Source: an optimization exercise on an open RTL-to-GDS flow (aim: small area). Production flows keep margins and buffers that such runs may drop. Only simulation tests tie the RTL to the original design; equivalence was not proved. No run shown here takes its clock network from TritonCTS; it comes from the design's own scripts or RTL. The clock port is modelled as an ideal driver, which makes a skipped or thinned clock tree look cheaper than it is; a real chip needs a root buffer or a tree. Power and IR drop assume default switching activity.

===== flow/design.v =====
`timescale 1ns / 1ps
module adc_verilog(CLK_IN, RST, SPI_MISO, AD_CONV, SPI_SCK, SPI_SS_B, AMP_CS,
	SF_CE0, FPGA_INIT_B, DAC_CS, SPI_MOSI, AMP_SHDN, DATA);
	input CLK_IN;
	input RST;
	input SPI_MISO;
	output AD_CONV;
	output SPI_SCK;
	output SPI_SS_B;
	output AMP_CS;
	output SF_CE0;
	output FPGA_INIT_B;
	output DAC_CS;
	output SPI_MOSI;
	output AMP_SHDN;
	output [13:0] DATA;
	wire n5;
	wire n6;
	wire n8;
	wire n10;
	wire n11;
	wire n12;
	wire n13;
	wire n14;
	wire n15;
	wire n16;
	wire n17;
	wire n18;
	wire n19;
	wire n20;
	wire n21;
	wire n22;
	wire n23;
	wire n24;
	wire n25;
	wire n26;
	wire n27;
	wire n28;
	wire n29;
	wire n30;
	wire n31;
	wire n32;
	wire n33;
	wire n34;
	wire n35;
	wire n36;
	wire n37;
	wire n38;
	wire n39;
	wire n40;
	wire n41;
	wire n42;
	wire n43;
	wire n44;
	wire n45;
	wire n46;
	wire n47;
	wire n48;
	wire n49;
	wire n50;
	wire n51;
	wire n52;
	wire n53;
	wire n54;
	wire n55;
	wire n56;
	wire n57;
	wire n58;
	wire n59;
	wire n60;
	wire n61;
	wire n62;
	wire n63;
	wire n64;
	wire n65;
	wire n66;
	wire n67;
	wire n68;
	wire n69;
	wire n70;
	wire n71;
	wire n72;
	wire n73;
	wire n74;
	wire n75;
	wire n76;
	wire n77;
	wire n78;
	wire n79;
	wire n80;
	wire n81;
	wire n82;
	wire n83;
	wire n84;
	wire n85;
	wire n86;
	wire n87;
	wire n88;
	wire n89;
	wire n90;
	wire n91;
	wire n92;
	wire n93;
	wire n94;
	wire n95;
	wire n96;
	wire n97;
	wire n98;
	wire n99;
	wire n100;
	wire n101;
	wire n102;
	wire n103;
	wire n104;
	wire n105;
	wire n106;
	wire n107;
	wire n108;
	wire n109;
	wire n110;
	wire n111;
	wire n112;
	wire n113;
	wire n114;
	wire n115;
	wire n116;
	wire n117;
	wire n118;
	wire n119;
	wire n120;
	wire n121;
	wire n7 = 1'b1;
	wire n9 = 1'b0;
	reg r_q_0;
	always @(posedge CLK_IN) r_q_0 <= n76;
	assign n25 = r_q_0;
	reg r_q_1;
	always @(posedge CLK_IN) r_q_1 <= n56;
	assign n27 = r_q_1;
	reg r_H_0;
	always @(posedge CLK_IN) r_H_0 <= n75;
	assign n40 = r_H_0;
	reg r_H_1;
	always @(posedge CLK_IN) r_H_1 <= n72;
	assign n29 = r_H_1;
	reg r_H_2;
	always @(posedge CLK_IN) r_H_2 <= n70;
	assign n35 = r_H_2;
	reg r_H_3;
	always @(posedge CLK_IN) r_H_3 <= n68;
	assign n37 = r_H_3;
	reg r_H_4;
	always @(posedge CLK_IN) r_H_4 <= n64;
	assign n38 = r_H_4;
	reg r_DATA_0;
	always @(posedge CLK_IN) r_DATA_0 <= n77;
	assign n11 = r_DATA_0;
	reg r_DATA_1;
	always @(posedge CLK_IN) r_DATA_1 <= n78;
	assign n12 = r_DATA_1;
	reg r_DATA_2;
	always @(posedge CLK_IN) r_DATA_2 <= n79;
	assign n13 = r_DATA_2;
	reg r_DATA_3;
	always @(posedge CLK_IN) r_DATA_3 <= n80;
	assign n14 = r_DATA_3;
	reg r_DATA_4;
	always @(posedge CLK_IN) r_DATA_4 <= n81;
	assign n15 = r_DATA_4;
	reg r_DATA_5;
	always @(posedge CLK_IN) r_DATA_5 <= n82;
	assign n16 = r_DATA_5;
	reg r_DATA_6;
	always @(posedge CLK_IN) r_DATA_6 <= n83;
	assign n17 = r_DATA_6;
	reg r_DATA_7;
	always @(posedge CLK_IN) r_DATA_7 <= n84;
	assign n18 = r_DATA_7;
	reg r_DATA_8;
	always @(posedge CLK_IN) r_DATA_8 <= n85;
	assign n19 = r_DATA_8;
	reg r_DATA_9;
	always @(posedge CLK_IN) r_DATA_9 <= n86;
	assign n20 = r_DATA_9;
	reg r_DATA_10;
	always @(posedge CLK_IN) r_DATA_10 <= n87;
	assign n21 = r_DATA_10;
	reg r_DATA_11;
	always @(posedge CLK_IN) r_DATA_11 <= n88;
	assign n22 = r_DATA_11;
	reg r_DATA_12;
	always @(posedge CLK_IN) r_DATA_12 <= n89;
	assign n23 = r_DATA_12;
	reg r_DATA_13;
	always @(posedge CLK_IN) r_DATA_13 <= n90;
	assign n24 = r_DATA_13;
	reg r_data_in_0;
	always @(posedge CLK_IN) r_data_in_0 <= n91;
	assign n92 = r_data_in_0;
	reg r_data_in_1;
	always @(posedge CLK_IN) r_data_in_1 <= n93;
	assign n94 = r_data_in_1;
	reg r_data_in_2;
	always @(posedge CLK_IN) r_data_in_2 <= n95;
	assign n96 = r_data_in_2;
	reg r_data_in_3;
	always @(posedge CLK_IN) r_data_in_3 <= n97;
	assign n98 = r_data_in_3;
	reg r_data_in_4;
	always @(posedge CLK_IN) r_data_in_4 <= n99;
	assign n100 = r_data_in_4;
	reg r_data_in_5;
	always @(posedge CLK_IN) r_data_in_5 <= n101;
	assign n102 = r_data_in_5;
	reg r_data_in_6;
	always @(posedge CLK_IN) r_data_in_6 <= n103;
	assign n104 = r_data_in_6;
	reg r_data_in_7;
	always @(posedge CLK_IN) r_data_in_7 <= n105;
	assign n106 = r_data_in_7;
	reg r_data_in_8;
	always @(posedge CLK_IN) r_data_in_8 <= n107;
	assign n108 = r_data_in_8;
	reg r_data_in_9;
	always @(posedge CLK_IN) r_data_in_9 <= n109;
	assign n110 = r_data_in_9;
	reg r_data_in_10;
	always @(posedge CLK_IN) r_data_in_10 <= n111;
	assign n112 = r_data_in_10;
	reg r_data_in_11;
	always @(posedge CLK_IN) r_data_in_11 <= n113;
	assign n114 = r_data_in_11;
	reg r_data_in_12;
	always @(posedge CLK_IN) r_data_in_12 <= n115;
	assign n116 = r_data_in_12;
	reg r_data_in_13;
	always @(posedge CLK_IN) r_data_in_13 <= n117;
	assign n118 = r_data_in_13;
	reg r_r_0;
	always @(posedge CLK_IN) r_r_0 <= n119;
	assign n54 = r_r_0;
	reg r_r_1;
	always @(posedge CLK_IN) r_r_1 <= n120;
	assign n33 = r_r_1;
	reg r_r_2;
	always @(posedge CLK_IN) r_r_2 <= n121;
	assign n32 = r_r_2;
	g_clkinv_1 u0 (.A(n25), .Y(n26));
	g_nor2_1 u1 (.A(n26), .B(n27), .Y(n28));
	g_clkinv_1 u2 (.A(n29), .Y(n30));
	g_clkinv_1 u3 (.A(n28), .Y(n31));
	g_nand2_1 u4 (.A(n32), .B(n33), .Y(n34));
	g_clkinv_1 u5 (.A(n35), .Y(n36));
	g_nor2_1 u6 (.A(n37), .B(n38), .Y(n39));
	g_clkinv_1 u7 (.A(n40), .Y(n41));
	g_nand3_1 u8 (.A(n36), .B(n39), .C(n41), .Y(n42));
	g_nor4_1 u9 (.A(n30), .B(n31), .C(n34), .D(n42), .Y(n43));
	g_nor2_1 u10 (.A(RST), .B(n43), .Y(n44));
	g_nor2b_1 u11 (.A(RST), .B_N(n43), .Y(n45));
	g_clkinv_1 u12 (.A(n32), .Y(n46));
	g_nand2b_1 u13 (.A_N(n33), .B(n46), .Y(n47));
	g_nand2_1 u14 (.A(n34), .B(n47), .Y(n48));
	g_clkinv_1 u15 (.A(n39), .Y(n49));
	g_nor3_1 u16 (.A(n28), .B(n49), .C(RST), .Y(n50));
	g_nor2_1 u17 (.A(n28), .B(n49), .Y(n51));
	g_nor2_1 u18 (.A(RST), .B(n51), .Y(n52));
	g_clkinv_1 u19 (.A(n38), .Y(n8));
	g_or3_1 u20 (.A(n29), .B(n42), .C(n47), .X(n53));
	g_nor2_1 u21 (.A(n54), .B(n53), .Y(n55));
	g_o32ai_1 u22 (.A1(n27), .A2(n49), .A3(n55), .B1(n41), .B2(n39), .Y(n6));
	g_nor2b_1 u23 (.A(n53), .B_N(n54), .Y(n5));
	g_nor3_1 u24 (.A(n30), .B(n8), .C(n36), .Y(n10));
	g_nor2_1 u25 (.A(n26), .B(RST), .Y(n56));
	g_nor4_1 u26 (.A(n46), .B(n33), .C(n54), .D(n51), .Y(n57));
	g_o21ai_0 u27 (.A1(n27), .A2(n39), .B1(n57), .Y(n58));
	g_nor2_1 u28 (.A(n41), .B(n58), .Y(n59));
	g_nand2_1 u29 (.A(n29), .B(n59), .Y(n60));
	g_nor2_1 u30 (.A(n36), .B(n60), .Y(n61));
	g_nand2_1 u31 (.A(n37), .B(n61), .Y(n62));
	g_nor2_1 u32 (.A(n8), .B(n62), .Y(n63));
	g_a211oi_1 u33 (.A1(n8), .A2(n62), .B1(RST), .C1(n63), .Y(n64));
	g_nor3_1 u34 (.A(n49), .B(n58), .C(n36), .Y(n65));
	g_o21ai_0 u35 (.A1(n37), .A2(n61), .B1(n62), .Y(n66));
	g_clkinv_1 u36 (.A(RST), .Y(n67));
	g_o21ai_0 u37 (.A1(n65), .A2(n66), .B1(n67), .Y(n68));
	g_a211o_1 u38 (.A1(n36), .A2(n60), .B1(n61), .C1(n65), .X(n69));
	g_nand2_1 u39 (.A(n67), .B(n69), .Y(n70));
	g_o21ai_0 u40 (.A1(n29), .A2(n59), .B1(n60), .Y(n71));
	g_o21ai_0 u41 (.A1(n65), .A2(n71), .B1(n67), .Y(n72));
	g_a21oi_1 u42 (.A1(n35), .A2(n39), .B1(n58), .Y(n73));
	g_nor2_1 u43 (.A(n40), .B(n73), .Y(n74));
	g_nor3_1 u44 (.A(n59), .B(n74), .C(RST), .Y(n75));
	g_a211oi_1 u45 (.A1(n25), .A2(n49), .B1(n27), .C1(RST), .Y(n76));
	adc_sel2 u46 (.a(n45), .b(n44), .x(n92), .y(n11), .z(n77));
	adc_sel2 u47 (.a(n45), .b(n44), .x(n112), .y(n21), .z(n87));
	adc_sel2 u48 (.a(n45), .b(n44), .x(n114), .y(n22), .z(n88));
	adc_sel2 u49 (.a(n45), .b(n44), .x(n116), .y(n23), .z(n89));
	adc_sel2 u50 (.a(n45), .b(n44), .x(n118), .y(n24), .z(n90));
	adc_sel2 u51 (.a(n45), .b(n44), .x(n94), .y(n12), .z(n78));
	adc_sel2 u52 (.a(n45), .b(n44), .x(n96), .y(n13), .z(n79));
	adc_sel2 u53 (.a(n45), .b(n44), .x(n98), .y(n14), .z(n80));
	adc_sel2 u54 (.a(n45), .b(n44), .x(n100), .y(n15), .z(n81));
	adc_sel2 u55 (.a(n45), .b(n44), .x(n102), .y(n16), .z(n82));
	adc_sel2 u56 (.a(n45), .b(n44), .x(n104), .y(n17), .z(n83));
	adc_sel2 u57 (.a(n45), .b(n44), .x(n106), .y(n18), .z(n84));
	adc_sel2 u58 (.a(n45), .b(n44), .x(n108), .y(n19), .z(n85));
	adc_sel2 u59 (.a(n45), .b(n44), .x(n110), .y(n20), .z(n86));
	adc_sel2 u60 (.a(n52), .b(n50), .x(n48), .y(n54), .z(n119));
	adc_sel2 u61 (.a(n52), .b(n50), .x(n54), .y(n33), .z(n120));
	adc_sel2 u62 (.a(n52), .b(n50), .x(n33), .y(n32), .z(n121));
	adc_sel2 u63 (.a(n28), .b(n31), .x(SPI_MISO), .y(n92), .z(n91));
	adc_sel2 u64 (.a(n28), .b(n31), .x(n110), .y(n112), .z(n111));
	adc_sel2 u65 (.a(n28), .b(n31), .x(n112), .y(n114), .z(n113));
	adc_sel2 u66 (.a(n28), .b(n31), .x(n114), .y(n116), .z(n115));
	adc_sel2 u67 (.a(n28), .b(n31), .x(n116), .y(n118), .z(n117));
	adc_sel2 u68 (.a(n28), .b(n31), .x(n92), .y(n94), .z(n93));
	adc_sel2 u69 (.a(n28), .b(n31), .x(n94), .y(n96), .z(n95));
	adc_sel2 u70 (.a(n28), .b(n31), .x(n96), .y(n98), .z(n97));
	adc_sel2 u71 (.a(n28), .b(n31), .x(n98), .y(n100), .z(n99));
	adc_sel2 u72 (.a(n28), .b(n31), .x(n100), .y(n102), .z(n101));
	adc_sel2 u73 (.a(n28), .b(n31), .x(n102), .y(n104), .z(n103));
	adc_sel2 u74 (.a(n28), .b(n31), .x(n104), .y(n106), .z(n105));
	adc_sel2 u75 (.a(n28), .b(n31), .x(n106), .y(n108), .z(n107));
	adc_sel2 u76 (.a(n28), .b(n31), .x(n108), .y(n110), .z(n109));
	assign AD_CONV = n5;
	assign SPI_SCK = n6;
	assign SPI_SS_B = 1'b1;
	assign AMP_CS = n8;
	assign SF_CE0 = 1'b1;
	assign FPGA_INIT_B = 1'b0;
	assign DAC_CS = 1'b1;
	assign SPI_MOSI = n10;
	assign AMP_SHDN = 1'b0;
	assign DATA[0] = n11;
	assign DATA[1] = n12;
	assign DATA[2] = n13;
	assign DATA[3] = n14;
	assign DATA[4] = n15;
	assign DATA[5] = n16;
	assign DATA[6] = n17;
	assign DATA[7] = n18;
	assign DATA[8] = n19;
	assign DATA[9] = n20;
	assign DATA[10] = n21;
	assign DATA[11] = n22;
	assign DATA[12] = n23;
	assign DATA[13] = n24;
endmodule
module g_a211o_1(A1, A2, B1, C1, X);
	input A1, A2, B1, C1;
	output X;
	assign X = (A1&A2) | (B1) | (C1);
endmodule
module g_a211oi_1(A1, A2, B1, C1, Y);
	input A1, A2, B1, C1;
	output Y;
	assign Y = (~A1&~B1&~C1) | (~A2&~B1&~C1);
endmodule
module g_a21oi_1(A1, A2, B1, Y);
	input A1, A2, B1;
	output Y;
	assign Y = (~A1&~B1) | (~A2&~B1);
endmodule
module g_clkinv_1(A, Y);
	input A;
	output Y;
	assign Y = (~A);
endmodule
module g_nand2_1(A, B, Y);
	input A, B;
	output Y;
	assign Y = (~A) | (~B);
endmodule
module g_nand2b_1(A_N, B, Y);
	input A_N, B;
	output Y;
	assign Y = (A_N) | (~B);
endmodule
module g_nand3_1(A, B, C, Y);
	input A, B, C;
	output Y;
	assign Y = (~A) | (~B) | (~C);
endmodule
module g_nor2_1(A, B, Y);
	input A, B;
	output Y;
	assign Y = (~A&~B);
endmodule
module g_nor2b_1(A, B_N, Y);
	input A, B_N;
	output Y;
	assign Y = (~A&B_N);
endmodule
module g_nor3_1(A, B, C, Y);
	input A, B, C;
	output Y;
	assign Y = (~A&~B&~C);
endmodule
module g_nor4_1(A, B, C, D, Y);
	input A, B, C, D;
	output Y;
	assign Y = (~A&~B&~C&~D);
endmodule
module g_o21ai_0(A1, A2, B1, Y);
	input A1, A2, B1;
	output Y;
	assign Y = (~A1&~A2) | (~B1);
endmodule
module g_o32ai_1(A1, A2, A3, B1, B2, Y);
	input A1, A2, A3, B1, B2;
	output Y;
	assign Y = (~A1&~A2&~A3) | (~B1&~B2);
endmodule
module g_or3_1(A, B, C, X);
	input A, B, C;
	output X;
	assign X = (A) | (B) | (C);
endmodule
module adc_sel2(a, x, b, y, z);
	input a, x, b, y;
	output z;
	assign z = (a & x) | (b & y);
endmodule

===== flow/flow/run.sh =====
#!/bin/bash
# Standard ORFS layout (the standard.sh) with:
#  - the smallest buffer on every port,
#  - synthesis buffers removed, combinational cells downsized and tie cells
#    merged after floorplan
#    (flow/downsize.tcl; the design has slack to spare),
#  - CTS's tree replaced by one level of clock buffers (flow/clock.tcl),
#  - tie cells left as synthesis made them.
# ORFS writes each step's full log under orfs/logs; make's output goes to flow.log.
set -euo pipefail
HERE=$(pwd)
export BUFFER_PORTS_ARGS="-buffer_cell sky130_fd_sc_hd__buf_1"
export POST_FLOORPLAN_TCL="$HERE/flow/downsize.tcl"
export POST_CTS_TCL="$HERE/flow/clock.tcl"
export CTS_ARGS="-sink_clustering_enable -repair_clock_nets -dont_use_dummy_load -buf_list sky130_fd_sc_hd__clkbuf_4 -root_buf sky130_fd_sc_hd__clkbuf_4 -sink_clustering_size 40 -sink_clustering_max_diameter 200"
export SKIP_REPAIR_TIE_FANOUT=1
bash standard.sh > "$HERE/flow.log" 2>&1

===== flow/flow/clock.tcl =====
# Replace the clock tree built by CTS with one level of clock buffers driven
# straight from the clock port: sinks are split into equal groups by location
# (recursive median bisection) and each group gets one buffer at its centre.
set cbuf [expr {[info exists ::env(CLK_LEAF_BUF)] ? $::env(CLK_LEAF_BUF) : "sky130_fd_sc_hd__clkbuf_8"}]
set ngroups [expr {[info exists ::env(CLK_GROUPS)] ? $::env(CLK_GROUPS) : 2}]
set block [ord::get_db_block]
set db [ord::get_db]
set clk [$block findNet CLK_IN]

# remove the existing clock buffers (everything CTS put between port and flops)
set changed 1
while {$changed} {
  set changed 0
  foreach it [$clk getITerms] {
    set inst [$it getInst]
    set m [[$inst getMaster] getName]
    if {![regexp {clkbuf|clkinv|buf_} $m]} { continue }
    set out [[$inst findITerm X] getNet]
    foreach s [$out getITerms] {
      if {[$s getInst] eq $inst} { continue }
      $s disconnect
      $s connect $clk
    }
    [$inst findITerm A] disconnect
    [$inst findITerm X] disconnect
    odb::dbInst_destroy $inst
    odb::dbNet_destroy $out
    set changed 1
    break
  }
}
set sinks {}
foreach it [$clk getITerms] { lappend sinks $it }
set n [llength $sinks]

# balanced split: recursive bisection at the median along the wider side
set pts {}
set i 0
foreach s $sinks {
  set b [[$s getInst] getBBox]
  lappend pts [list [expr {([$b xMin]+[$b xMax])/2.0}] [expr {([$b yMin]+[$b yMax])/2.0}] $i]
  incr i
}
proc split_groups {pts k} {
  if {$k <= 1} { return [list $pts] }
  set xs {}; set ys {}
  foreach p $pts { lappend xs [lindex $p 0]; lappend ys [lindex $p 1] }
  set xs [lsort -real $xs]; set ys [lsort -real $ys]
  set dim [expr {([lindex $xs end]-[lindex $xs 0]) >= ([lindex $ys end]-[lindex $ys 0]) ? 0 : 1}]
  set sorted [lsort -real -index $dim $pts]
  set k1 [expr {$k / 2}]
  set n1 [expr {int(round([llength $pts] * double($k1) / $k))}]
  return [concat [split_groups [lrange $sorted 0 [expr {$n1-1}]] $k1] [split_groups [lrange $sorted $n1 end] [expr {$k-$k1}]]]
}
set groups [split_groups $pts $ngroups]
set asg [lrepeat [llength $sinks] 0]
set cent {}
set g 0
foreach grp $groups {
  set sx 0; set sy 0
  foreach p $grp { set sx [expr {$sx+[lindex $p 0]}]; set sy [expr {$sy+[lindex $p 1]}]; lset asg [lindex $p 2] $g }
  lappend cent [list [expr {$sx/[llength $grp]}] [expr {$sy/[llength $grp]}]]
  incr g
}
set master [$db findMaster $cbuf]
for {set g 0} {$g < $ngroups} {incr g} {
  set inst [odb::dbInst_create $block $master "clkbuf_leaf_$g"]
  set net [odb::dbNet_create $block "clknet_leaf_$g"]
  $net setSigType CLOCK
  set c [lindex $cent $g]
  $inst setLocation [expr {int([lindex $c 0])}] [expr {int([lindex $c 1])}]
  $inst setPlacementStatus PLACED
  [$inst findITerm A] connect $clk
  [$inst findITerm X] connect $net
  set k 0
  foreach s $sinks a $asg {
    if {$a == $g} { $s disconnect; $s connect $net; incr k }
  }
  puts "clock.tcl: group $g has $k sinks"
}
detailed_placement
estimate_parasitics -placement

===== flow/flow/downsize.tcl =====
# Remove the buffers synthesis inserted (global placement does this only when
# it is timing driven), then give every combinational cell the smallest drive strength of its function.
# Flip-flops, tie cells, tap cells and buffers are left as they are.
remove_buffers
set db [ord::get_db]
set n 0
foreach inst [[ord::get_db_block] getInsts] {
  set master [$inst getMaster]
  set name [$master getName]
  if {![regexp {^(sky130_fd_sc_hd__[a-z0-9]+)_([0-9]+)$} $name -> base sz]} { continue }
  if {[regexp {__(df|edf|sdf|dl|conb|tap|fill|decap|buf|clkbuf|clkdly|dlygate|dlymetal)} $name]} { continue }
  set best $name
  set bestw [$master getWidth]
  foreach s {0 1 2 4 6 8 12 16} {
    set cm [$db findMaster ${base}_$s]
    if {$cm eq "NULL"} { continue }
    if {[$cm getWidth] < $bestw} {
      set best ${base}_$s
      set bestw [$cm getWidth]
    }
  }
  if {$best ne $name} {
    replace_cell [$inst getName] $best
    incr n
  }
}
puts "downsize.tcl: resized $n cells"

# One tie cell has both a high and a low output: let a single conb_1 drive
# every constant net.
set ties {}
foreach inst [[ord::get_db_block] getInsts] {
  if {[[$inst getMaster] getName] eq "sky130_fd_sc_hd__conb_1"} { lappend ties $inst }
}
if {[llength $ties] > 1} {
  set keep [lindex $ties 0]
  foreach inst [lrange $ties 1 end] {
    foreach pin {HI LO} {
      set net [[$inst findITerm $pin] getNet]
      if {$net eq "NULL"} { continue }
      set kt [$keep findITerm $pin]
      if {[$kt getNet] ne "NULL"} {
        # keep's pin is already used: move this net's loads onto keep's net
        set knet [$kt getNet]
        foreach it [$net getITerms] { if {[$it getInst] ne $inst} { $it disconnect; $it connect $knet } }
        foreach bt [$net getBTerms] { $bt disconnect; $bt connect $knet }
        [$inst findITerm $pin] disconnect
        odb::dbNet_destroy $net
      } else {
        [$inst findITerm $pin] disconnect
        $kt connect $net
      }
    }
    odb::dbInst_destroy $inst
  }
  puts "downsize.tcl: merged [llength $ties] tie cells into one"
}

===== flow/standard.sh =====
#!/bin/bash
# synth_recipe.tcl (not shown) runs the flow's synth.tcl, then flattens the netlist and writes it again
# the make line also repeats each setting of config.mk as NAME=value (left out here)
make -C /OpenROAD-flow-scripts/flow DESIGN_CONFIG=/design/flow/config.mk WORK_HOME=/design/flow/orfs CLKGATE_MAP_FILE= SYNTH_SCRIPT=/design/flow/synth_recipe.tcl "${@:-finish}"

===== flow/config.mk =====
export PLATFORM = sky130hd
export DESIGN_NAME = adc_verilog
export DESIGN_NICKNAME = adc_verilog
export VERILOG_FILES = /design/flow/design.v
export SDC_FILE = /design/flow/constraint.sdc
export NUM_CORES = 4
export LEC_CHECK = 0
export CAP_MARGIN = 20
export CORE_AREA = 2 2 59 59
export DIE_AREA = 0 0 61 61
export GPL_TIMING_DRIVEN = 0
export SLEW_MARGIN = 20
export SYNTH_HIERARCHICAL = 1

===== flow/constraint.sdc =====
create_clock -name core_clock -period 10.0 [get_ports {CLK_IN}]
set_input_delay 2.0000 -clock core_clock [delete_from_list [all_inputs] [get_ports {CLK_IN}]]
set_output_delay 2.0000 -clock core_clock [all_outputs]
set_load 0.01 [all_outputs]

==> results.tsv, run 1 <==
stage	metric	value	unit
worst_setup_path	Worst R2R Path Depth	6	
yosys	part of the Yosys area used for sequential elements	51.74	%
route	DR iter-0 viols	50	
worst_setup_path	Critical path destination	SPI_SCK	
yosys	synthesized flop and latch total	38	
yosys	area of the mapped netlist	0.001470	mm2
power	Sw Share	23.57	%
power	internal power	206.9	uW
worst_setup_path	worst-path fanout max	5	
clock_network	Worst-Skew Late Latency	0.17	ns
status	status	complete, no violations	
power	Sequential Power Share	69.8	%
route	Post-DRT Antenna Nets	0	
yosys	Mean Syn Cell Area	10.81	um2
floorplan	Core ar.	0.003078	mm2
worst_setup_path	CP cell instances	nor2_1, nand3_1, or3_1, nor2_1, o32ai_1, buf_1	
sta	worst slew pin tran	0.9943	ns
global_route	GRT overflow	0	
floorplan	x dimension of the die	61	um
worst_setup_path	CP Launch Type	register	
route	vias per inst	5.137	
clock_network	CTS clock-pin slew for the worst setup and hold paths	0.11	ns
worst_hold_path	Hold Path Class	reg2reg	
worst_setup_path	slowest stage cell on the critical path	or3_1	
yosys	synth unique cells	18	
global_route	pin count of the biggest net entering global routing	20	
run	max cap viols	0	
power	Leakage Power	0.0005544	uW
power	Worst VDD drop	0.05373	mV
sta	unrepaired setup endpoints after global routing	no	
route	Via Count	935	
final_layout	Nets	144	
sta	sum of negative setup slack	0	ns
sta	Final Skew	0.006366	ns
yosys	synth warn	7	
worst_setup_path	setup slack, reg-to-reg	7.13	ns
clock_network	clock sinks	38	
sta	final-report hold violation count	0	
route	Routed Wire Length	2249	um
placement	Placer Congestion	0.7939	
power	Logic pwr share	9.4	%
route	Initial DRT Pass Iterations	4	
worst_setup_path	WP data arrival	1.67	ns
global_route	vias in the first global route	860	
global_route	total track usage	13.55	%
sta	crit share post-route	36.74	%
floorplan	chip height	61	um
placement	post-DP HPWL	1567	um
final_layout	Area Growth Syn to Fin	-3.744	%
worst_setup_path	crit-path most repeated cell	nor2_1	
worst_setup_path	Reg-to-Reg Start	r_q_0	
worst_setup_path	CP startpoint	r_H_3	
power	clock share of power	20.8	%
worst_setup_path	RR Endpoint	r_DATA_2	
floorplan	Die Area	0.003721	mm2
placement	Port Buffers	20	
sta	final hold slack	0.4468	ns
floorplan	initial core utilization	47.76	%
worst_setup_path	kind of end point of the critical path	output pin	
sta	relative slew slack	33.58	%
floorplan	# IOs	26	
worst_setup_path	Slowest Stage Delay on Critical Path	0.41	ns
route	Routed wire per std cell	12.36	um
sta	Slew Limit Fails	0	
worst_setup_path	type of the worst setup path	reg2out	
sta	Final Setup Violations	0	
power	Power per Cell Area	191.3	mW/mm2
final_layout	layout cells sized above 1	2.174	%
yosys	Syn Nets	139	
final_layout	number of diodes	0	
route	# DRC	0	
global_route	initial antenna violation count	0	
floorplan	Rows	20	
worst_setup_path	CP Data Required Time	8.00	ns
yosys	Gate Count Post-Synth	136	
global_route	first-pass GRT wire length	3788	um
power	switching pwr	63.82	uW
sta	Max Clock Freq	0.2721	GHz
sta	Tmin final	3.674	ns
-- area by class of cell --
cell class                 instances  area [um2]
tap                               44       55.05
buffer                             2       27.53
fill                             313        1663
sequential                        38       760.7
multi-input combinational         69       462.9
timing repair buffer              20       75.07
inverter                           9       33.78
-- critical path, delay by kind of cell (launching register included) --
family | cells | cell delay, ns
buffers and inverters | 1 | 0.14
DFF | 1 | 0.34
AOI/OAI and AO/OA | 1 | 0.09
and+or+nand+nor | 4 | 0.93
-- per-module statistics from Yosys, one instance, submodules excluded, excerpt --
module | flops+latches | times used | cell area [um2]
g_a21oi_1 | 0 | 1 | 8.758
adc_sel2 | 0 | 31 | 8.758
g_nor2_1 | 0 | 11 | 3.754
g_nor4_1 | 0 | 2 | 12.51
g_nand3_1 | 0 | 1 | 5.005
g_o21ai_0 | 0 | 5 | 5.005
adc_verilog | 38 | 1 | 910.9
g_nor2b_1 | 0 | 2 | 13.76
g_a211o_1 | 0 | 1 | 8.758
g_clkinv_1 | 0 | 9 | 3.754
-- power groups by stage --
stage / clock [uW] / combinational (uW) / sequential, uW
after global routing: 65.5 / 29.2 / 192
final: 56.2 / 25.6 / 189
after detailed placement: 0 / 25.6 / 193
after global placement: 0 / 25.2 / 192
after floorplan: 0 / 24.0 / 188
-- how the worst min path moves through the flow --
stage,slack [ns],start,end,depth (start not counted)
floorplan,0.42,r_q_0,r_q_0,1
global placement,0.43,r_q_0,r_q_0,1
detailed placement,0.43,r_q_0,r_q_0,1
global route,0.47,r_q_0,r_q_0,1
finish,0.45,r_q_0,r_q_0,1
-- cells in the mapped netlist --
cell / count / area share (%)
a211o_1: 1 / 0.60
a211oi_2: 2 / 1.7
a21oi_2: 1 / 0.60
a22o_1: 31 / 18
buf_4: 19 / 9.7
conb_1: 2 / 0.51
dfxtp_1: 38 / 52
inv_1: 9 / 2.3
nand2_1: 5 / 1.3
nand2b_1: 1 / 0.43
nand3_1: 1 / 0.34
nor2_1: 11 / 2.8
nor2b_4: 2 / 1.9
nor3_2: 4 / 2.7
nor4_2: 2 / 1.7
o21ai_1: 5 / 1.7
o32ai_2: 1 / 1.1
or3_1: 1 / 0.43
-- metal layers --
layer	track usage, %	vias to the layer above	part of all wire [%]
met1	17.74	440	47
met2	22.89	17	48
met4	3.727	0	0.80
met5	0	-	0
met3	2.559	2	3.9
li1	-	476	-
-- layout by cell type, fill, tap and decap left out --
| cell type | count |
|---|---|
| a211o_1 | 1 |
| a211oi_1 | 2 |
| a21oi_1 | 1 |
| a22o_1 | 31 |
| buf_1 | 20 |
| clkbuf_8 | 2 |
| conb_1 | 1 |
| dfxtp_1 | 38 |
| inv_1 | 9 |
| nand2_1 | 5 |
| nand2b_1 | 1 |
| nand3_1 | 1 |
| nor2_1 | 10 |
| nor2_2 | 1 |
| nor2b_1 | 2 |
| nor3_1 | 4 |
| nor4_1 | 2 |
| o21ai_1 | 5 |
| o32ai_1 | 1 |
| or3_1 | 1 |
-- metrics by stage --
stage          area [um2]  setup slack (ns)  cells  utilization, %  total power, uW
6_report             1415             6.326    182           45.98            270.7
5_1_grt              1415             6.182    182           45.98            286.5
3_5_place_dp         1385             6.517    180           45.00            218.2
3_3_place_gp         1385             6.548    180           45.00            217.4
2_1_floorplan        1470             6.621    136               -            212.5
-- kinds of logic after synthesis --
logic type             Yosys count  synth area share [%]
AOI/OAI and AO/OA               41                 24.17
DFF                             38                 51.74
buffers and inverters           28                 12.00
and+or+nand+nor                 27                 11.57
other                            2                0.5108
==> run 2, diff against run 1 <==
==> flow/design.v (replaced) <==
`timescale 1ns / 1ps
module adc_verilog(CLK_IN, RST, SPI_MISO, AD_CONV, SPI_SCK, SPI_SS_B, AMP_CS,
	SF_CE0, FPGA_INIT_B, DAC_CS, SPI_MOSI, AMP_SHDN, DATA);
	input CLK_IN;
	input RST;
	input SPI_MISO;
	output AD_CONV;
	output SPI_SCK;
	output SPI_SS_B;
	output AMP_CS;
	output SF_CE0;
	output FPGA_INIT_B;
	output DAC_CS;
	output SPI_MOSI;
	output AMP_SHDN;
	output [13:0] DATA;
	wire n5;
	wire n6;
	wire n8;
	wire n10;
	wire n11;
	wire n12;
	wire n13;
	wire n14;
	wire n15;
	wire n16;
	wire n17;
	wire n18;
	wire n19;
	wire n20;
	wire n21;
	wire n22;
	wire n23;
	wire n24;
	wire n25;
	wire n26;
	wire n27;
	wire n28;
	wire n29;
	wire n30;
	wire n31;
	wire n32;
	wire n33;
	wire n34;
	wire n35;
	wire n36;
	wire n37;
	wire n38;
	wire n39;
	wire n40;
	wire n41;
	wire n42;
	wire n43;
	wire n44;
	wire n45;
	wire n46;
	wire n47;
	wire n48;
	wire n49;
	wire n50;
	wire n51;
	wire n52;
	wire n53;
	wire n54;
	wire n55;
	wire n56;
	wire n57;
	wire n58;
	wire n59;
	wire n60;
	wire n61;
	wire n62;
	wire n63;
	wire n64;
	wire n65;
	wire n66;
	wire n67;
	wire n68;
	wire n69;
	wire n70;
	wire n71;
	wire n72;
	wire n73;
	wire n74;
	wire n75;
	wire n76;
	wire n77;
	wire n78;
	wire n79;
	wire n80;
	wire n81;
	wire n82;
	wire n83;
	wire n84;
	wire n85;
	wire n86;
	wire n87;
	wire n88;
	wire n89;
	wire n90;
	wire n91;
	wire n92;
	wire n93;
	wire n94;
	wire n95;
	wire n96;
	wire n97;
	wire n98;
	wire n99;
	wire n100;
	wire n101;
	wire n102;
	wire n103;
	wire n104;
	wire n105;
	wire n106;
	wire n107;
	wire n108;
	wire n109;
	wire n110;
	wire n111;
	wire n112;
	wire n113;
	wire n114;
	wire n115;
	wire n116;
	wire n117;
	wire n118;
	wire n119;
	wire n120;
	wire n7 = 1'b1;
	wire n9 = 1'b0;
	reg r_q_0;
	always @(posedge CLK_IN) r_q_0 <= n44;
	assign n25 = r_q_0;
	reg r_q_1;
	always @(posedge CLK_IN) r_q_1 <= n55;
	assign n27 = r_q_1;
	reg r_H_0;
	always @(posedge CLK_IN) r_H_0 <= n75;
	assign n31 = r_H_0;
	reg r_H_1;
	always @(posedge CLK_IN) r_H_1 <= n72;
	assign n29 = r_H_1;
	reg r_H_2;
	always @(posedge CLK_IN) r_H_2 <= n69;
	assign n33 = r_H_2;
	reg r_H_3;
	always @(posedge CLK_IN) r_H_3 <= n66;
	assign n40 = r_H_3;
	reg r_H_4;
	always @(posedge CLK_IN) r_H_4 <= n64;
	assign n41 = r_H_4;
	reg r_DATA_0;
	always @(posedge CLK_IN) r_DATA_0 <= n76;
	assign n11 = r_DATA_0;
	reg r_DATA_1;
	always @(posedge CLK_IN) r_DATA_1 <= n77;
	assign n12 = r_DATA_1;
	reg r_DATA_2;
	always @(posedge CLK_IN) r_DATA_2 <= n78;
	assign n13 = r_DATA_2;
	reg r_DATA_3;
	always @(posedge CLK_IN) r_DATA_3 <= n79;
	assign n14 = r_DATA_3;
	reg r_DATA_4;
	always @(posedge CLK_IN) r_DATA_4 <= n80;
	assign n15 = r_DATA_4;
	reg r_DATA_5;
	always @(posedge CLK_IN) r_DATA_5 <= n81;
	assign n16 = r_DATA_5;
	reg r_DATA_6;
	always @(posedge CLK_IN) r_DATA_6 <= n82;
	assign n17 = r_DATA_6;
	reg r_DATA_7;
	always @(posedge CLK_IN) r_DATA_7 <= n83;
	assign n18 = r_DATA_7;
	reg r_DATA_8;
	always @(posedge CLK_IN) r_DATA_8 <= n84;
	assign n19 = r_DATA_8;
	reg r_DATA_9;
	always @(posedge CLK_IN) r_DATA_9 <= n85;
	assign n20 = r_DATA_9;
	reg r_DATA_10;
	always @(posedge CLK_IN) r_DATA_10 <= n86;
	assign n21 = r_DATA_10;
	reg r_DATA_11;
	always @(posedge CLK_IN) r_DATA_11 <= n87;
	assign n22 = r_DATA_11;
	reg r_DATA_12;
	always @(posedge CLK_IN) r_DATA_12 <= n88;
	assign n23 = r_DATA_12;
	reg r_DATA_13;
	always @(posedge CLK_IN) r_DATA_13 <= n89;
	assign n24 = r_DATA_13;
	reg r_data_in_0;
	always @(posedge CLK_IN) r_data_in_0 <= n90;
	assign n91 = r_data_in_0;
	reg r_data_in_1;
	always @(posedge CLK_IN) r_data_in_1 <= n92;
	assign n93 = r_data_in_1;
	reg r_data_in_2;
	always @(posedge CLK_IN) r_data_in_2 <= n94;
	assign n95 = r_data_in_2;
	reg r_data_in_3;
	always @(posedge CLK_IN) r_data_in_3 <= n96;
	assign n97 = r_data_in_3;
	reg r_data_in_4;
	always @(posedge CLK_IN) r_data_in_4 <= n98;
	assign n99 = r_data_in_4;
	reg r_data_in_5;
	always @(posedge CLK_IN) r_data_in_5 <= n100;
	assign n101 = r_data_in_5;
	reg r_data_in_6;
	always @(posedge CLK_IN) r_data_in_6 <= n102;
	assign n103 = r_data_in_6;
	reg r_data_in_7;
	always @(posedge CLK_IN) r_data_in_7 <= n104;
	assign n105 = r_data_in_7;
	reg r_data_in_8;
	always @(posedge CLK_IN) r_data_in_8 <= n106;
	assign n107 = r_data_in_8;
	reg r_data_in_9;
	always @(posedge CLK_IN) r_data_in_9 <= n108;
	assign n109 = r_data_in_9;
	reg r_data_in_10;
	always @(posedge CLK_IN) r_data_in_10 <= n110;
	assign n111 = r_data_in_10;
	reg r_data_in_11;
	always @(posedge CLK_IN) r_data_in_11 <= n112;
	assign n113 = r_data_in_11;
	reg r_data_in_12;
	always @(posedge CLK_IN) r_data_in_12 <= n114;
	assign n115 = r_data_in_12;
	reg r_data_in_13;
	always @(posedge CLK_IN) r_data_in_13 <= n116;
	assign n117 = r_data_in_13;
	reg r_r_0;
	always @(posedge CLK_IN) r_r_0 <= n118;
	assign n53 = r_r_0;
	reg r_r_1;
	always @(posedge CLK_IN) r_r_1 <= n119;
	assign n37 = r_r_1;
	reg r_r_2;
	always @(posedge CLK_IN) r_r_2 <= n120;
	assign n36 = r_r_2;
	g_clkinv_1 u0 (.A(n25), .Y(n26));
	g_nor2_1 u1 (.A(n26), .B(n27), .Y(n28));
	g_clkinv_1 u2 (.A(n29), .Y(n30));
	g_clkinv_1 u3 (.A(n31), .Y(n32));
	g_clkinv_1 u4 (.A(n33), .Y(n34));
	g_nand2_1 u5 (.A(n32), .B(n34), .Y(n35));
	g_nand2_1 u6 (.A(n36), .B(n37), .Y(n38));
	g_nor3_1 u7 (.A(n30), .B(n35), .C(n38), .Y(n39));
	g_nor2_1 u8 (.A(n40), .B(n41), .Y(n42));
	g_clkinv_1 u9 (.A(n42), .Y(n43));
	g_a211oi_1 u10 (.A1(n25), .A2(n43), .B1(n27), .C1(RST), .Y(n44));
	g_and3_1 u11 (.A(n25), .B(n39), .C(n44), .X(n45));
	g_nor2_1 u12 (.A(RST), .B(n45), .Y(n46));
	g_clkinv_1 u13 (.A(n28), .Y(n47));
	g_o21ai_0 u14 (.A1(n36), .A2(n37), .B1(n38), .Y(n48));
	g_nor3_1 u15 (.A(n28), .B(n43), .C(RST), .Y(n49));
	g_nor2_1 u16 (.A(n28), .B(n43), .Y(n50));
	g_nor2_1 u17 (.A(RST), .B(n50), .Y(n51));
	g_clkinv_1 u18 (.A(n41), .Y(n8));
	g_or4_1 u19 (.A(n36), .B(n37), .C(n35), .D(n29), .X(n52));
	g_o22ai_1 u20 (.A1(n31), .A2(n42), .B1(n53), .B2(n52), .Y(n54));
	g_a21oi_1 u21 (.A1(n27), .A2(n42), .B1(n54), .Y(n6));
	g_nor2_1 u22 (.A(n52), .B(n54), .Y(n5));
	g_nor3_1 u23 (.A(n30), .B(n8), .C(n34), .Y(n10));
	g_nor2_1 u24 (.A(n26), .B(RST), .Y(n55));
	g_nor4b_1 u25 (.A(n50), .B(n37), .C(n53), .D_N(n36), .Y(n56));
	g_o21ai_0 u26 (.A1(n27), .A2(n42), .B1(n56), .Y(n57));
	g_nor3_1 u27 (.A(n32), .B(n57), .C(n30), .Y(n58));
	g_a31oi_1 u28 (.A1(n33), .A2(n42), .A3(n56), .B1(n58), .Y(n59));
	g_clkinv_1 u29 (.A(n59), .Y(n60));
	g_and3_1 u30 (.A(n33), .B(n60), .C(n40), .X(n61));
	g_clkinv_1 u31 (.A(RST), .Y(n62));
	g_o21ai_0 u32 (.A1(n41), .A2(n61), .B1(n62), .Y(n63));
	g_a21oi_1 u33 (.A1(n41), .A2(n61), .B1(n63), .Y(n64));
	g_a21oi_1 u34 (.A1(n10), .A2(n60), .B1(n40), .Y(n65));
	g_o21ai_0 u35 (.A1(n61), .A2(n65), .B1(n62), .Y(n66));
	g_nor2_1 u36 (.A(n34), .B(n59), .Y(n67));
	g_nor2_1 u37 (.A(n33), .B(n58), .Y(n68));
	g_o21ai_0 u38 (.A1(n67), .A2(n68), .B1(n62), .Y(n69));
	g_o21ai_0 u39 (.A1(n32), .A2(n57), .B1(n62), .Y(n70));
	g_nor2_1 u40 (.A(n29), .B(n70), .Y(n71));
	g_a21oi_1 u41 (.A1(n62), .A2(n60), .B1(n71), .Y(n72));
	g_a21oi_1 u42 (.A1(n33), .A2(n42), .B1(n57), .Y(n73));
	g_nor2_1 u43 (.A(n31), .B(n73), .Y(n74));
	g_nor2_1 u44 (.A(n70), .B(n74), .Y(n75));
	adc_sel2 u45 (.a(n45), .b(n46), .x(n91), .y(n11), .z(n76));
	adc_sel2 u46 (.a(n45), .b(n46), .x(n111), .y(n21), .z(n86));
	adc_sel2 u47 (.a(n45), .b(n46), .x(n113), .y(n22), .z(n87));
	adc_sel2 u48 (.a(n45), .b(n46), .x(n115), .y(n23), .z(n88));
	adc_sel2 u49 (.a(n45), .b(n46), .x(n117), .y(n24), .z(n89));
	adc_sel2 u50 (.a(n45), .b(n46), .x(n93), .y(n12), .z(n77));
	adc_sel2 u51 (.a(n45), .b(n46), .x(n95), .y(n13), .z(n78));
	adc_sel2 u52 (.a(n45), .b(n46), .x(n97), .y(n14), .z(n79));
	adc_sel2 u53 (.a(n45), .b(n46), .x(n99), .y(n15), .z(n80));
	adc_sel2 u54 (.a(n45), .b(n46), .x(n101), .y(n16), .z(n81));
	adc_sel2 u55 (.a(n45), .b(n46), .x(n103), .y(n17), .z(n82));
	adc_sel2 u56 (.a(n45), .b(n46), .x(n105), .y(n18), .z(n83));
	adc_sel2 u57 (.a(n45), .b(n46), .x(n107), .y(n19), .z(n84));
	adc_sel2 u58 (.a(n45), .b(n46), .x(n109), .y(n20), .z(n85));
	adc_sel2 u59 (.a(n51), .b(n49), .x(n48), .y(n53), .z(n118));
	adc_sel2 u60 (.a(n51), .b(n49), .x(n53), .y(n37), .z(n119));
	adc_sel2 u61 (.a(n51), .b(n49), .x(n37), .y(n36), .z(n120));
	adc_sel2 u62 (.a(n28), .b(n47), .x(SPI_MISO), .y(n91), .z(n90));
	adc_sel2 u63 (.a(n28), .b(n47), .x(n109), .y(n111), .z(n110));
	adc_sel2 u64 (.a(n28), .b(n47), .x(n111), .y(n113), .z(n112));
	adc_sel2 u65 (.a(n28), .b(n47), .x(n113), .y(n115), .z(n114));
	adc_sel2 u66 (.a(n28), .b(n47), .x(n115), .y(n117), .z(n116));
	adc_sel2 u67 (.a(n28), .b(n47), .x(n91), .y(n93), .z(n92));
	adc_sel2 u68 (.a(n28), .b(n47), .x(n93), .y(n95), .z(n94));
	adc_sel2 u69 (.a(n28), .b(n47), .x(n95), .y(n97), .z(n96));
	adc_sel2 u70 (.a(n28), .b(n47), .x(n97), .y(n99), .z(n98));
	adc_sel2 u71 (.a(n28), .b(n47), .x(n99), .y(n101), .z(n100));
	adc_sel2 u72 (.a(n28), .b(n47), .x(n101), .y(n103), .z(n102));
	adc_sel2 u73 (.a(n28), .b(n47), .x(n103), .y(n105), .z(n104));
	adc_sel2 u74 (.a(n28), .b(n47), .x(n105), .y(n107), .z(n106));
	adc_sel2 u75 (.a(n28), .b(n47), .x(n107), .y(n109), .z(n108));
	assign AD_CONV = n5;
	assign SPI_SCK = n6;
	assign SPI_SS_B = 1'b1;
	assign AMP_CS = n8;
	assign SF_CE0 = 1'b1;
	assign FPGA_INIT_B = 1'b0;
	assign DAC_CS = 1'b1;
	assign SPI_MOSI = n10;
	assign AMP_SHDN = 1'b0;
	assign DATA[0] = n11;
	assign DATA[1] = n12;
	assign DATA[2] = n13;
	assign DATA[3] = n14;
	assign DATA[4] = n15;
	assign DATA[5] = n16;
	assign DATA[6] = n17;
	assign DATA[7] = n18;
	assign DATA[8] = n19;
	assign DATA[9] = n20;
	assign DATA[10] = n21;
	assign DATA[11] = n22;
	assign DATA[12] = n23;
	assign DATA[13] = n24;
endmodule
module g_a211oi_1(A1, A2, B1, C1, Y);
	input A1, A2, B1, C1;
	output Y;
	assign Y = (~A1&~B1&~C1) | (~A2&~B1&~C1);
endmodule
module g_a21oi_1(A1, A2, B1, Y);
	input A1, A2, B1;
	output Y;
	assign Y = (~A1&~B1) | (~A2&~B1);
endmodule
module g_a31oi_1(A1, A2, A3, B1, Y);
	input A1, A2, A3, B1;
	output Y;
	assign Y = (~A1&~B1) | (~A2&~B1) | (~A3&~B1);
endmodule
module g_and3_1(A, B, C, X);
	input A, B, C;
	output X;
	assign X = (A&B&C);
endmodule
module g_clkinv_1(A, Y);
	input A;
	output Y;
	assign Y = (~A);
endmodule
module g_nand2_1(A, B, Y);
	input A, B;
	output Y;
	assign Y = (~A) | (~B);
endmodule
module g_nor2_1(A, B, Y);
	input A, B;
	output Y;
	assign Y = (~A&~B);
endmodule
module g_nor3_1(A, B, C, Y);
	input A, B, C;
	output Y;
	assign Y = (~A&~B&~C);
endmodule
module g_nor4b_1(A, B, C, D_N, Y);
	input A, B, C, D_N;
	output Y;
	assign Y = (~A&~B&~C&D_N);
endmodule
module g_o21ai_0(A1, A2, B1, Y);
	input A1, A2, B1;
	output Y;
	assign Y = (~A1&~A2) | (~B1);
endmodule
module g_o22ai_1(A1, A2, B1, B2, Y);
	input A1, A2, B1, B2;
	output Y;
	assign Y = (~B1&~B2) | (~A1&~A2);
endmodule
module g_or4_1(A, B, C, D, X);
	input A, B, C, D;
	output X;
	assign X = (A) | (B) | (C) | (D);
endmodule
module adc_sel2(a, x, b, y, z);
	input a, x, b, y;
	output z;
	assign z = (a & x) | (b & y);
endmodule
==> results.tsv, run 2 <==
stage	metric	value	unit	change
sta	Max Clock Freq	0.2726	GHz	was 0.2721 GHz
worst_hold_path	Hold Path Class	reg2reg		unchanged
clock_network	Worst-Skew Late Latency	0.16	ns	was 0.17 ns
worst_setup_path	slowest stage cell on the critical path	nor2_1		was or3_1
power	Worst VDD drop	0.08727	mV	was 0.05373 mV
final_layout	most frequent cells in the layout	dfxtp_1, a22o_1, buf_1		unchanged
sta	Worst Slack Setup Final	6.332	ns	was 6.326 ns
global_route	pin count of the biggest net entering global routing	20		unchanged
sta	worst slew pin tran	0.9612	ns	was 0.9943 ns
final_layout	number of diodes	0		unchanged
sta	final-report hold violation count	0		unchanged
yosys	Yosys top cell area share	52.73	%	was 51.74%
yosys	cell taking the most area after synthesis	dfxtp_1		unchanged
global_route	GRT busiest layer	met2		unchanged
worst_setup_path	kind of end point of the critical path	register		was output pin
global_route	first-pass GRT wire length	4022	um	was 3788 um
power	Sequential Power Share	70.1	%	was 69.8%
power	Logic pwr share	9.5	%	was 9.4%
global_route	M2 GR Usage	21.81	%	was 22.89%
floorplan	Die Area	0.003721	mm2	unchanged
placement	DP Worst Slack	6.119	ns	was 6.517 ns
worst_setup_path	worst-path fanout max	15		was 5
global_route	initial antenna violation count	0		unchanged
yosys	ys async rst share	0	%	unchanged
sta	relative slew slack	35.69	%	was 33.58%
power	Leakage Power	0.0005622	uW	was 0.0005544 uW
route	Routed wire per std cell	12.79	um	was 12.36 um
route	# DRC	0		unchanged
yosys	synthesized flop and latch total	38		unchanged
route	Post-DRT Antenna Nets	0		unchanged
sta	unrepaired setup endpoints after global routing	no		unchanged
yosys	area of the mapped netlist	0.001443	mm2	was 0.001470 mm2
placement	Placer Congestion	0.8274		was 0.7939
floorplan	x dimension of the die	61	um	unchanged
sta	crit share post-route	36.68	%	was 36.74%
route	Initial DRT Pass Iterations	4		unchanged
floorplan	Core ar.	0.003078	mm2	unchanged
yosys	Mean Syn Cell Area	10.69	um2	was 10.81 um2
yosys	Area contributors post-synth	dfxtp_1, a22o_1, buf_4, nor2_1, a21oi_2		was dfxtp_1, a22o_1, buf_4, nor2_1, nor3_2
clock_network	clock sinks	38		unchanged
yosys	Main synth FF type	dfxtp_1		unchanged
worst_setup_path	CP Data Required Time	10.11	ns	was 8.00 ns
yosys	Post-synth EDFFs	0		unchanged
final_layout	commonest non-fill, non-tap cell in the layout	dfxtp_1		unchanged
worst_setup_path	setup slack, reg-to-reg	7.31	ns	was 7.13 ns
sta	Final Skew	0.002807	ns	was 0.006366 ns
route	vias per inst	5.094		was 5.137
yosys	part of the Yosys area used for sequential elements	52.73	%	was 51.74%
placement	post-DP HPWL	1594	um	was 1567 um
sta	Final Setup Violations	0		unchanged
sta	Tmin final	3.668	ns	was 3.674 ns
route	DR iter-0 viols	41		was 50
route	Via Count	922		was 935
floorplan	Rows	20		unchanged
final_layout	Nets	143		was 144
worst_setup_path	WP data arrival	3.78	ns	was 1.67 ns
yosys	synth unique cells	16		was 18
route	Routed Wire Length	2315	um	was 2249 um
yosys	synth warn	7		unchanged
power	clock share of power	20.4	%	was 20.8%
yosys	Post-synth top cells	dfxtp_1, a22o_1, buf_4		unchanged
power	switching pwr	63.28	uW	was 63.82 uW
final_layout	layout cells sized above 1	2.190	%	was 2.174%
global_route	vias in the first global route	878		was 860
global_route	total track usage	14.03	%	was 13.55%
final_layout	Fill cells	310		was 313
clock_network	CTS clock-pin slew for the worst setup and hold paths	0.11	ns	about the same
final_layout	Area Growth Syn to Fin	-2.515	%	was -3.744%
placement	Port Buffers	20		unchanged
floorplan	chip height	61	um	unchanged
global_route	GRT overflow	0		unchanged
yosys	Syn Nets	138		was 139
power	Power per Cell Area	192.0	mW/mm2	was 191.3 mW/mm2
run	max cap viols	0		unchanged
power	internal power	206.8	uW	was 206.9 uW
floorplan	initial core utilization	46.87	%	was 47.76%
yosys	count leader, synth	dfxtp_1		unchanged
worst_setup_path	CP Launch Type	input port		was register
sta	Slew Limit Fails	0		unchanged
worst_setup_path	CP cell instances	buf_1, a211oi_1, and3_1, nor2_1, a22o_1		was nor2_1, nand3_1, or3_1, nor2_1, o32ai_1, buf_1
worst_setup_path	Slowest Stage Delay on Critical Path	0.82	ns	was 0.41 ns
status	status	complete, no violations		unchanged
power	Sw Share	23.43	%	was 23.57%
global_route	GR Util met3	2.559	%	unchanged
global_route	GR Util met1	20.53	%	was 17.74%
sta	sum of negative setup slack	0	ns	unchanged
worst_setup_path	type of the worst setup path	in2reg		was reg2out
floorplan	# IOs	26		unchanged
yosys	Gate Count Post-Synth	135		was 136
## run 2: worst max-delay path: cells and delay by family
family | cells | cell delay [ns]
and+or+nand+nor | 2 | 1.21
AOI/OAI and AO/OA | 2 | 0.35
buffers and inverters | 1 | 0.21
## run 2: stage by stage
step	power [uW]	utilization, %	cell area, um2	instances	hold slack, ns
detailed placement	218.5	44.72	1376	179	0.4515
global placement	216.7	44.72	1376	179	0.4439
floorplan	212.2	-	1443	135	0.4399
global route	284.8	45.69	1406	181	0.5035
finish	270.0	45.69	1406	181	0.4777
## run 2: worst paths after layout
path             from         to  depth (start not counted)
max               RST  r_DATA_10                          5
max reg2reg     r_q_0      r_H_4                         11
min          r_DATA_7   r_DATA_7                          1
min reg2reg  r_DATA_7   r_DATA_7                          1
## run 2: cell families (layout without fill, tap and decap cells)
group	count (synthesis)	in the layout	share of synthesized area, %
flops	38	38	52.73
buf+inv	28	31	12.23
other cells	2	1	0.5206
compound gates	45	45	25.67
simple gates	22	22	8.846
## run 2: cell type report
type | instances | area (um2) | share of cell area [%]
buffer | 2 | 27.53 | 1.957
inverter | 9 | 33.78 | 2.402
multi-input combinational | 68 | 454.2 | 32.30
sequential | 38 | 760.7 | 54.09
tap | 44 | 55.05 | 3.915
timing repair buffer | 20 | 75.07 | 5.338
## run 2: power groups by stage
stage | registers (uW) | clock network (uW) | logic [uW]
after floorplan | 189 | 0 | 23.7
after global placement | 192 | 0 | 24.7
after detailed placement | 193 | 0 | 25.4
after global routing | 193 | 62.3 | 29.1
final | 189 | 55.0 | 25.7
## run 2: layer usage
layer	wire, um	share of wire (%)	vias up
met3	88	3.8	0
met2	1041	45	18
li1	-	-	472
met5	0	0	-
met4	0	0	0
met1	1185	51	432
## run 2: Yosys stat by module (local to each module, per instance), a selection
module / area (um2) / cells / flip-flops and latches / times used
adc_sel2: 8.758 / 1 / 0 / 31
adc_verilog: 910.9 / 59 / 38 / 1
g_o21ai_0: 5.005 / 1 / 0 / 6
g_a31oi_1: 6.256 / 1 / 0 / 1
g_and3_1: 6.256 / 1 / 0 / 2
g_nand2_1: 3.754 / 1 / 0 / 2
g_nor2_1: 3.754 / 1 / 0 / 12
g_nor3_1: 10.01 / 1 / 0 / 4
g_clkinv_1: 3.754 / 1 / 0 / 9
g_a211oi_1: 12.51 / 1 / 0 / 1

## separate check: timing with driven ports
Ports are ideal in the flow. The routed layouts listed here were re-timed in OpenROAD. Step 1 (the two cells are an assumption about what drives the block):
set clk [get_ports {CLK_IN}]
set_driving_cell -lib_cell sky130_fd_sc_hd__clkbuf_16 $clk
set_driving_cell -lib_cell sky130_fd_sc_hd__buf_2 [delete_from_list [all_inputs] $clk]
Step 2 moves the port delays by t, midway between the first and last clock arrival at a register: inputs arrive t later, outputs are due t later. That takes back most of the time a late clock gives input paths. Slacks: ideal ports / drivers / drivers and shift; pairs: ideal ports / drivers.
run | t, ns | slack for setup (ns) | worst slew at a driven data input, ns
run 1 | 0.197 | 6.326 / 6.294 / 6.490 | 0.03
run 2 | 0.190 | 6.332 / 6.334 / 6.145 | 0.03
After both steps every run listed still meets setup and hold. The setup slack of run 2, which loses most, moves by +0.002 ns with the drivers and by -0.187 ns with both steps.
